Context: an optimization exercise on an open-source flow, tuned for a short achievable clock period and few clock cycles per item. The choices shown serve that exercise and are no tape-out recipe.
At most, simulation tests tie the RTL to the original design; equivalence was not proved.
Power and IR drop assume default switching activity.

Design cpu, start of the top module:
module cpu(clk, rst, imem_addr, imem_rdata, dmem_addr, dmem_rdata, dmem_we, dmem_wdata);
  input clk;
  input rst;
  output [9:0] imem_addr;
  input [31:0] imem_rdata;
  output [9:0] dmem_addr;
  input [31:0] dmem_rdata;
  output dmem_we;
  output [31:0] dmem_wdata;
  reg [31:0] RF [1:31];
  reg [31:0] wRes, w2Res;      
  reg [4:0] wDest;             
  reg [4:0] eDest;
  reg eSW, eK;
  wire [4:0] eDestV = eK ? 5'd0 : eDest;
  wire eSWV = eSW & ~eK;
  reg [15:0] bhtH, bhtL;
  integer k;
  reg uV, uInv;
  reg [3:0] uIdx;
  reg [9:0] PC;                 
  reg [9:0] PCn;                
  wire [31:0] fI = imem_rdata;
  wire fJ = fI[31:26] == 6'd2;
  wire fBr = fI[31:27] == 5'b00010;
  wire fInv = bhtH[PCn[3:0]];   
  wire fPT = fBr & (fI[15] ^ fInv);
  wire [9:0] fPC1 = PCn;
  wire [9:0] fBT, fBT1, fPC2, fJT1;
  add10c u_fbt(.a(PCn), .b(fI[9:0]), .ci(1'b0), .s(fBT));
  add10c u_fbt1(.a(PCn), .b(fI[9:0]), .ci(1'b1), .s(fBT1));
  add10c u_pc2(.a(PCn), .b(10'd0), .ci(1'b1), .s(fPC2));
  add10c u_jt1(.a(fI[9:0]), .b(10'd0), .ci(1'b1), .s(fJT1));
  wire [9:0] fNext0 = fJ ? fI[9:0] : fBr & fI[15] ? fBT : fPC1;
  wire [9:0] fNext1 = fJ ? fI[9:0] : fBr & ~fI[15] ? fBT : fPC1;
  wire [9:0] fNext = fInv ? fNext1 : fNext0;
  wire [9:0] fNextP0 = fJ ? fJT1 : fBr & fI[15] ? fBT1 : fPC2;
  wire [9:0] fNextP1 = fJ ? fJT1 : fBr & ~fI[15] ? fBT1 : fPC2;
  wire [9:0] fNextP = fInv ? fNextP1 : fNextP0;
  wire [9:0] fAlt = fInv ^ fI[15] ? fPC1 : fBT;
  ...
Settings: LEC_CHECK=0, CAP_MARGIN=20, CORE_MARGIN=2, CORE_UTILIZATION=45, CTS_CLUSTER_DIAMETER=100, CTS_CLUSTER_SIZE=20, SETUP_SLACK_MARGIN=5, SLEW_MARGIN=20, SYNTH_HIERARCHICAL=1; clock period 7.5 ns.
standard.sh (not shown) runs the stock make flow with config.mk's settings and CLKGATE_MAP_FILE= SYNTH_SCRIPT=/design/flow/synth_recipe.tcl, a recipe that flattens the netlist after the stock synthesis.
==> flow/flow/run.sh <==
#!/bin/bash
# The standard layout (standard.sh) with these changes:
# - synthesis leaves Yosys's adders to ABC instead of mapping them to the
#   library's full/half-adder cells, and ABC maps for delay (structural choices, then its classic
#   mapper; flow/abc.script) instead of ORFS's speed script;
set -o pipefail
export ADDER_MAP_FILE=
export MY_ABC_SCRIPT=$PWD/flow/abc.script
# The standard flow's synthesis script with the ABC script replaced
{ head -n 1 synth_recipe.tcl
  cat <<'EOT'
proc abc {args} {
  set i [lsearch -exact $args -script]
  if {$i >= 0} { set args [lreplace $args $i [expr {$i + 1}] -script $::env(MY_ABC_SCRIPT)] }
  yosys abc {*}$args
}
EOT
  tail -n +2 synth_recipe.tcl; } > flow_synth.tcl
bash standard.sh SYNTH_SCRIPT=$PWD/flow_synth.tcl SETUP_SLACK_MARGIN=5 finish 2>&1 | tee standard.log
==> flow/flow/abc.script <==
strash
dch
map -D 300
buffer -c
topo
stime -c
upsize -c
dnsize -c
Next try:
--- a/flow/design.v
+++ b/flow/design.v
@@ -72,42 +72,32 @@
   add10c u_addr(.a(dAv[9:0]), .b(dI[11:2]), .ci(1'b0), .s(dAddr));
   wire dMA = eDestV != 5'd0 & eDestV == dRs;
   wire dMB = eDestV != 5'd0 & eDestV == dRt;
   wire dGo = dV & ~dStall;
   wire fLW = fI[31:26] == 6'd35, fMem = fLW | fI[31:26] == 6'd43;
   wire fStall = (fMem & dGo & dDest != 5'd0 & dDest == fRs) | (fLW & dGo & dSW);
   reg eBeq, eBne, ePT, eSt;
   reg [3:0] eIdx;
   reg [9:0] eAlt, eAlt1, eAddr, mAddr;
   reg [31:0] eA, eB, eO2, eO2n;  
-  reg [3:0] eL1, eL2, eR1, eR2;
-  reg eL3, eR3;
-  reg sAdd, sSub, sAnd, sOr, sNor, sLw;
+  reg [4:0] eSh;
+  reg sAdd, sSub, sAnd, sOr, sNor, sSll, sSrl, sLw;
   reg eZok, eZsh;              
   reg [31:0] eZm;              
   reg sWe;
   reg [31:0] sData;
-  wire [31:0] shl1 = ({32{eL1[0]}} & eB) | ({32{eL1[1]}} & {eB[30:0], 1'b0})
-                   | ({32{eL1[2]}} & {eB[29:0], 2'b0}) | ({32{eL1[3]}} & {eB[28:0], 3'b0});
-  wire [31:0] shl2 = ({32{eL2[0]}} & shl1) | ({32{eL2[1]}} & {shl1[27:0], 4'b0})
-                   | ({32{eL2[2]}} & {shl1[23:0], 8'b0}) | ({32{eL2[3]}} & {shl1[19:0], 12'b0});
-  wire [31:0] shl = eL3 ? {shl2[15:0], 16'b0} : shl2;
-  wire [31:0] shr1 = ({32{eR1[0]}} & eB) | ({32{eR1[1]}} & {1'b0, eB[31:1]})
-                   | ({32{eR1[2]}} & {2'b0, eB[31:2]}) | ({32{eR1[3]}} & {3'b0, eB[31:3]});
-  wire [31:0] shr2 = ({32{eR2[0]}} & shr1) | ({32{eR2[1]}} & {4'b0, shr1[31:4]})
-                   | ({32{eR2[2]}} & {8'b0, shr1[31:8]}) | ({32{eR2[3]}} & {12'b0, shr1[31:12]});
-  wire [31:0] shr = eR3 ? {16'b0, shr2[31:16]} : shr2;
   wire [31:0] sum = eA + eO2;
   wire [32:0] difx = {eA, 1'b1} + {eO2n, 1'b1};
   wire [31:0] dif = difx[32:1];
   wire [31:0] res = ({32{sAdd}} & sum) | ({32{sSub}} & dif) | ({32{sAnd}} & (eA & eO2)) | ({32{sOr}} & (eA | eO2))
-                  | ({32{sNor}} & ~(eA | eO2)) | shl | shr | ({32{sLw}} & dmem_rdata);
+                  | ({32{sNor}} & ~(eA | eO2)) | ({32{sSll}} & (eB << eSh))
+                  | ({32{sSrl}} & (eB >> eSh)) | ({32{sLw}} & dmem_rdata);
   wire eEq = eA == eB;
   wire eBr = ~eK & (eBeq | eBne);
   wire eTaken = eBeq ? eEq : ~eEq;
   wire eMis = eBr & (eTaken ^ ePT);
   wire [31:0] eZv = eZsh ? eB & eZm : ({32{sAnd}} & (eA & eO2)) | ({32{sOr}} & (eA | eO2))
                                       | ({32{sNor}} & ~(eA | eO2));
   wire eZ = eZv == 32'd0;
   wire [4:0] dX = dRs == 5'd0 ? dRt : dRs;
   wire dEarly = dV & (dBEQ | dBNE) & ((dRs == 5'd0) ^ (dRt == 5'd0)) & eZok & eDestV == dX;
   wire dTakenE = dBEQ ? eZ : ~eZ;
@@ -196,31 +186,28 @@
     eSt <= dI[15];
     eIdx <= dIdx;
     eAlt <= dAlt;
     eAlt1 <= dAlt1;
     eAddr <= dAddr;
     mAddr <= eSWV ? eAddr : dAddr;
     eA <= nA;
     eB <= nB;
     eO2 <= dImm ? dSimm : nB;
     eO2n <= ~nB;
-    eL1 <= {4{dSLL}} & (4'd1 << dI[7:6]);
-    eL2 <= {4{dSLL}} & (4'd1 << dI[9:8]);
-    eL3 <= dSLL & dI[10];
-    eR1 <= {4{dSRL}} & (4'd1 << dI[7:6]);
-    eR2 <= {4{dSRL}} & (4'd1 << dI[9:8]);
-    eR3 <= dSRL & dI[10];
+    eSh <= dI[10:6];
     sAdd <= dADD | dADDI;
     sSub <= dSUB;
     sAnd <= dAND | dANDI;
     sOr <= dOR | dORI;
     sNor <= dNOR;
+    sSll <= dSLL;
+    sSrl <= dSRL;
     sLw <= dLW;
     eZok <= dSLL | dSRL | dAND | dANDI | dOR | dORI | dNOR;
     eZsh <= dSLL | dSRL;
     eZm <= dSLL ? 32'hffffffff >> dI[10:6] : 32'hffffffff << dI[10:6];
     sData <= eB;
     wRes <= res;
     w2Res <= wRes;
     if(wDest != 5'd0) RF[wDest] <= wRes;
   end
 endmodule
Outcome: Maximum frequency climbs by 0.41%; worst setup slack gets better by 0.011 ns; power climbs by about 0.35%; first-iteration DRC count climbs by 2.6%; cell count climbs by about 0.4%; non-clock buffer count drops by 60.
Testbench counts after the change, summed over its fixed seeds: cycles 46,044, instructions 44,290.
No functional check of the RTL was part of the first run of this note.


The RTL this note starts from:
==> flow/design.v <==
module cpu(clk, rst, imem_addr, imem_rdata, dmem_addr, dmem_rdata, dmem_we, dmem_wdata);
  input clk;
  input rst;
  output [9:0] imem_addr;
  input [31:0] imem_rdata;
  output [9:0] dmem_addr;
  input [31:0] dmem_rdata;
  output dmem_we;
  output [31:0] dmem_wdata;
  reg [31:0] RF [1:31];
  reg [31:0] wRes, w2Res;      
  reg [4:0] wDest;             
  reg [31:0] rfData;           
  reg [9:0] PC;
  wire [31:0] fI = imem_rdata;
  wire fJ = fI[31:26] == 6'd2;
  wire fBr = fI[31:27] == 5'b00010;
  wire fPT = fBr & fI[15];
  wire [9:0] fPC1 = PC + 10'd1;
  wire [10:0] fBTx = {PC, 1'b1} + {fI[9:0], 1'b1};
  wire [9:0] fBT = fBTx[10:1];
  wire [9:0] fNext = fJ ? fI[9:0] : fPT ? fBT : fPC1;
  wire [9:0] fAlt = fPT ? fPC1 : fBT;
  wire [4:0] fRs = fI[25:21], fRt = fI[20:16];
  wire [31:0] fRsV = fRs == 5'd0 ? 32'd0 : RF[fRs];
  wire [31:0] fRtV = fRt == 5'd0 ? 32'd0 : RF[fRt];
  reg [31:0] dI, dA, dB;
  reg dV, dPT, dA2, dA3, dB2, dB3;
  reg [9:0] dAlt;
  wire [5:0] dOp = dI[31:26], dFn = dI[5:0];
  wire [4:0] dRs = dI[25:21], dRt = dI[20:16], dRd = dI[15:11];
  wire dR = dOp == 6'd0;
  wire dSLL = dR & dFn == 6'd0, dSRL = dR & dFn == 6'd2, dADD = dR & dFn == 6'd32,
       dSUB = dR & dFn == 6'd34, dAND = dR & dFn == 6'd36, dOR = dR & dFn == 6'd37,
       dNOR = dR & dFn == 6'd39;
  wire dADDI = dOp == 6'd8, dANDI = dOp == 6'd12, dORI = dOp == 6'd13,
       dLW = dOp == 6'd35, dSW = dOp == 6'd43, dBEQ = dOp == 6'd4, dBNE = dOp == 6'd5;
  wire dRW = dSLL | dSRL | dADD | dSUB | dAND | dOR | dNOR;
  wire dIW = dADDI | dANDI | dORI | dLW;
  wire [4:0] dDest = dRW ? dRd : dIW ? dRt : 5'd0;
  wire dImm = dADDI | dANDI | dORI;
  wire [31:0] dSimm = {{16{dI[15]}}, dI[15:0]};
  wire [31:0] dAv = dA2 ? wRes : dA3 ? w2Res : dA;
  wire [31:0] dBv = dB2 ? wRes : dB3 ? w2Res : dB;
  wire [9:0] dAddr = dAv[9:0] + dI[11:2];
  reg [4:0] eDest;
  reg eSW, eBeq, eBne, ePT, eK;
  wire [4:0] eDestV = eK ? 5'd0 : eDest;
  wire eSWV = eSW & ~eK;
  reg [9:0] eAlt, eAddr, mAddr;
  reg [31:0] eA, eB, eO2;
  reg eFA, eFB, eF2, eSub;
  reg [4:0] eSh;
  reg sAdd, sAnd, sOr, sNor, sSll, sSrl, sLw;
  reg sWe;
  reg [31:0] sData;
  wire dStall = dV & (((dLW | dSW) & eDestV != 5'd0 & eDestV == dRs) | (dLW & eSWV));
  wire [31:0] A = eFA ? wRes : eA;
  wire [31:0] B = eFB ? wRes : eB;
  wire [31:0] O2 = eF2 ? wRes ^ {32{eSub}} : eO2;
  wire [32:0] sumx = {A, 1'b1} + {O2, eSub};
  wire [31:0] sum = sumx[32:1];
  wire [31:0] res = ({32{sAdd}} & sum) | ({32{sAnd}} & (A & O2)) | ({32{sOr}} & (A | O2))
                  | ({32{sNor}} & ~(A | O2)) | ({32{sSll}} & (B << eSh))
                  | ({32{sSrl}} & (B >> eSh)) | ({32{sLw}} & dmem_rdata);
  wire eqAB = eA == eB, eqRB = wRes == eB, eqAR = eA == wRes;
  wire eEq = eFA ? (eFB | eqRB) : (eFB ? eqAR : eqAB);
  wire eMis = ~eK & ((eBeq & (eEq ^ ePT)) | (eBne & (eEq ~^ ePT)));
  assign imem_addr = PC;
  assign dmem_addr = mAddr;
  assign dmem_we = sWe;
  assign dmem_wdata = sData;
  wire dGo = dV & ~dStall;
  always @(posedge clk) begin
    if(rst) begin
      PC <= 10'd0;
      dV <= 1'b0;
      eDest <= 5'd0;
      eSW <= 1'b0;
      eBeq <= 1'b0;
      eBne <= 1'b0;
      eK <= 1'b0;
      wDest <= 5'd0;
      sWe <= 1'b0;
    end else begin
      if(eMis) begin
        PC <= eAlt;
        dV <= 1'b0;
      end else if(~dStall) begin
        PC <= fNext;
        dV <= 1'b1;
      end
      eDest <= dGo ? dDest : 5'd0;
      eSW <= dGo & dSW;
      eBeq <= dGo & dBEQ;
      eBne <= dGo & dBNE;
      eK <= eMis;
      wDest <= eDestV;
      sWe <= eSWV;
    end
    if(~dStall) begin
      dI <= fI;
      dPT <= fPT;
      dAlt <= fAlt;
      dA <= fRsV;
      dB <= fRtV;
      dA2 <= eDestV != 5'd0 & eDestV == fRs;
      dB2 <= eDestV != 5'd0 & eDestV == fRt;
      dA3 <= wDest != 5'd0 & wDest == fRs;
      dB3 <= wDest != 5'd0 & wDest == fRt;
    end else begin
      dA <= dAv;
      dB <= dBv;
      dA2 <= eDestV != 5'd0 & eDestV == dRs;
      dB2 <= eDestV != 5'd0 & eDestV == dRt;
      dA3 <= 1'b0;
      dB3 <= 1'b0;
    end
    ePT <= dPT;
    eAlt <= dAlt;
    eAddr <= dAddr;
    mAddr <= eSWV ? eAddr : dAddr;
    eA <= dAv;
    eB <= dBv;
    eO2 <= dImm ? dSimm : dSUB ? ~dBv : dBv;
    eFA <= eDestV != 5'd0 & eDestV == dRs;
    eFB <= eDestV != 5'd0 & eDestV == dRt;
    eF2 <= ~dImm & eDestV != 5'd0 & eDestV == dRt;
    eSub <= dSUB;
    eSh <= dI[10:6];
    sAdd <= dADD | dSUB | dADDI;
    sAnd <= dAND | dANDI;
    sOr <= dOR | dORI;
    sNor <= dNOR;
    sSll <= dSLL;
    sSrl <= dSRL;
    sLw <= dLW;
    sData <= B;
    wRes <= res;
    rfData <= eDestV != 5'd0 ? res : 32'd0;
    w2Res <= rfData;
    if(wDest != 5'd0) RF[wDest] <= rfData;
  end
endmodule
Settings: LEC_CHECK=0, ABC_CLOCK_PERIOD_IN_PS=3000, CAP_MARGIN=20, CORE_MARGIN=2, CORE_UTILIZATION=40, SETUP_SLACK_MARGIN=4.5, SLEW_MARGIN=20; clock period 7.5 ns.
run.sh (not shown) runs the stock make flow with config.mk's settings and CLKGATE_MAP_FILE= SYNTH_SCRIPT=/design/flow/synth_recipe.tcl, a recipe that flattens the netlist after the stock synthesis.
Stock flow here: none of the scripts above is used.
==> next run, changes <==
--- a/flow/design.v
+++ b/flow/design.v
@@ -9,9 +9,8 @@
   output [31:0] dmem_wdata;
   reg [31:0] RF [1:31];
   reg [31:0] wRes, w2Res;      
   reg [4:0] wDest;             
-  reg [31:0] rfData;           
   reg [9:0] PC;
   wire [31:0] fI = imem_rdata;
   wire fJ = fI[31:26] == 6'd2;
   wire fBr = fI[31:27] == 5'b00010;
@@ -43,19 +42,17 @@
   wire [31:0] dAv = dA2 ? wRes : dA3 ? w2Res : dA;
   wire [31:0] dBv = dB2 ? wRes : dB3 ? w2Res : dB;
   wire [9:0] dAddr = dAv[9:0] + dI[11:2];
   reg [4:0] eDest;
-  reg eSW, eBeq, eBne, ePT, eK;
-  wire [4:0] eDestV = eK ? 5'd0 : eDest;
-  wire eSWV = eSW & ~eK;
+  reg eSW, eBeq, eBne, ePT;
   reg [9:0] eAlt, eAddr, mAddr;
   reg [31:0] eA, eB, eO2;
   reg eFA, eFB, eF2, eSub;
   reg [4:0] eSh;
   reg sAdd, sAnd, sOr, sNor, sSll, sSrl, sLw;
   reg sWe;
   reg [31:0] sData;
-  wire dStall = dV & (((dLW | dSW) & eDestV != 5'd0 & eDestV == dRs) | (dLW & eSWV));
+  wire dStall = dV & (((dLW | dSW) & eDest != 5'd0 & eDest == dRs) | (dLW & eSW));
   wire [31:0] A = eFA ? wRes : eA;
   wire [31:0] B = eFB ? wRes : eB;
   wire [31:0] O2 = eF2 ? wRes ^ {32{eSub}} : eO2;
   wire [32:0] sumx = {A, 1'b1} + {O2, eSub};
@@ -64,23 +61,22 @@
                   | ({32{sNor}} & ~(A | O2)) | ({32{sSll}} & (B << eSh))
                   | ({32{sSrl}} & (B >> eSh)) | ({32{sLw}} & dmem_rdata);
   wire eqAB = eA == eB, eqRB = wRes == eB, eqAR = eA == wRes;
   wire eEq = eFA ? (eFB | eqRB) : (eFB ? eqAR : eqAB);
-  wire eMis = ~eK & ((eBeq & (eEq ^ ePT)) | (eBne & (eEq ~^ ePT)));
+  wire eMis = (eBeq & (eEq ^ ePT)) | (eBne & (eEq ~^ ePT));
   assign imem_addr = PC;
   assign dmem_addr = mAddr;
   assign dmem_we = sWe;
   assign dmem_wdata = sData;
-  wire dGo = dV & ~dStall;
+  wire dGo = dV & ~dStall & ~eMis;
   always @(posedge clk) begin
     if(rst) begin
       PC <= 10'd0;
       dV <= 1'b0;
       eDest <= 5'd0;
       eSW <= 1'b0;
       eBeq <= 1'b0;
       eBne <= 1'b0;
-      eK <= 1'b0;
       wDest <= 5'd0;
       sWe <= 1'b0;
     end else begin
       if(eMis) begin
@@ -93,40 +89,39 @@
       eDest <= dGo ? dDest : 5'd0;
       eSW <= dGo & dSW;
       eBeq <= dGo & dBEQ;
       eBne <= dGo & dBNE;
-      eK <= eMis;
-      wDest <= eDestV;
-      sWe <= eSWV;
+      wDest <= eDest;
+      sWe <= eSW;
     end
     if(~dStall) begin
       dI <= fI;
       dPT <= fPT;
       dAlt <= fAlt;
       dA <= fRsV;
       dB <= fRtV;
-      dA2 <= eDestV != 5'd0 & eDestV == fRs;
-      dB2 <= eDestV != 5'd0 & eDestV == fRt;
+      dA2 <= eDest != 5'd0 & eDest == fRs;
+      dB2 <= eDest != 5'd0 & eDest == fRt;
       dA3 <= wDest != 5'd0 & wDest == fRs;
       dB3 <= wDest != 5'd0 & wDest == fRt;
     end else begin
       dA <= dAv;
       dB <= dBv;
-      dA2 <= eDestV != 5'd0 & eDestV == dRs;
-      dB2 <= eDestV != 5'd0 & eDestV == dRt;
+      dA2 <= eDest != 5'd0 & eDest == dRs;
+      dB2 <= eDest != 5'd0 & eDest == dRt;
       dA3 <= 1'b0;
       dB3 <= 1'b0;
     end
     ePT <= dPT;
     eAlt <= dAlt;
     eAddr <= dAddr;
-    mAddr <= eSWV ? eAddr : dAddr;
+    mAddr <= eSW ? eAddr : dAddr;
     eA <= dAv;
     eB <= dBv;
     eO2 <= dImm ? dSimm : dSUB ? ~dBv : dBv;
-    eFA <= eDestV != 5'd0 & eDestV == dRs;
-    eFB <= eDestV != 5'd0 & eDestV == dRt;
-    eF2 <= ~dImm & eDestV != 5'd0 & eDestV == dRt;
+    eFA <= eDest != 5'd0 & eDest == dRs;
+    eFB <= eDest != 5'd0 & eDest == dRt;
+    eF2 <= ~dImm & eDest != 5'd0 & eDest == dRt;
     eSub <= dSUB;
     eSh <= dI[10:6];
     sAdd <= dADD | dSUB | dADDI;
     sAnd <= dAND | dANDI;
@@ -136,9 +131,8 @@
     sSrl <= dSRL;
     sLw <= dLW;
     sData <= B;
     wRes <= res;
-    rfData <= eDestV != 5'd0 ? res : 32'd0;
-    w2Res <= rfData;
-    if(wDest != 5'd0) RF[wDest] <= rfData;
+    w2Res <= wRes;
+    if(wDest != 5'd0) RF[wDest] <= wRes;
   end
 endmodule
The changed run completed without violations.
Synthesized cell count fell by 12%.
Sequential power stays flat.
Count of clock-buffer cells in the layout fell by 3.
Via count fell by about 9%.
First-iteration DRC count goes down by about 12%.
Die area went down by about 3%.
Non-clock buffer count rose by 1.
Clock skew barely changes.
No run of this note included a check of the RTL's function; only the layout flow was run.

[port drivers added, routing unchanged]
Ports are ideal in the flow. The routed layouts listed here were re-timed in OpenROAD.
Step 1, drivers: a clkbuf_16 drives clk and a buf_2 each remaining input, both assumed.
Step 2 moves the port delays by t, midway between the first and last clock arrival at a register: inputs arrive t later, outputs are due t later. That takes back most of the time a late clock gives input paths.
a / b / c = no drivers / after step 1 / after step 2; a / b = the first two.
run | t (ns) | setup WS [ns] | hold WS [ns] | clock arrival spread, ns | pins driven straight from the clock port
the first run of note 1 | 0.880 | 4.717 / 4.625 / 3.793 | 0.339 / 0.339 / 0.339 | 0.048 / 0.048 | 1
the second run of note 1 | 0.885 | 4.729 / 4.629 / 3.815 | 0.334 / 0.334 / 0.334 | 0.081 / 0.081 | 1
the first run of note 2 | 0.881 | 4.138 / 4.138 / 3.381 | 0.340 / 0.340 / 0.340 | 0.033 / 0.033 | 1
the second run of note 2 | 0.874 | 4.288 / 4.288 / 3.589 | 0.340 / 0.340 / 0.340 | 0.032 / 0.032 | 1
After both steps every run listed still meets setup and hold. For the first run of note 1, which loses most, drivers alone change the setup slack by -0.092 ns; drivers and shift together by -0.924 ns.
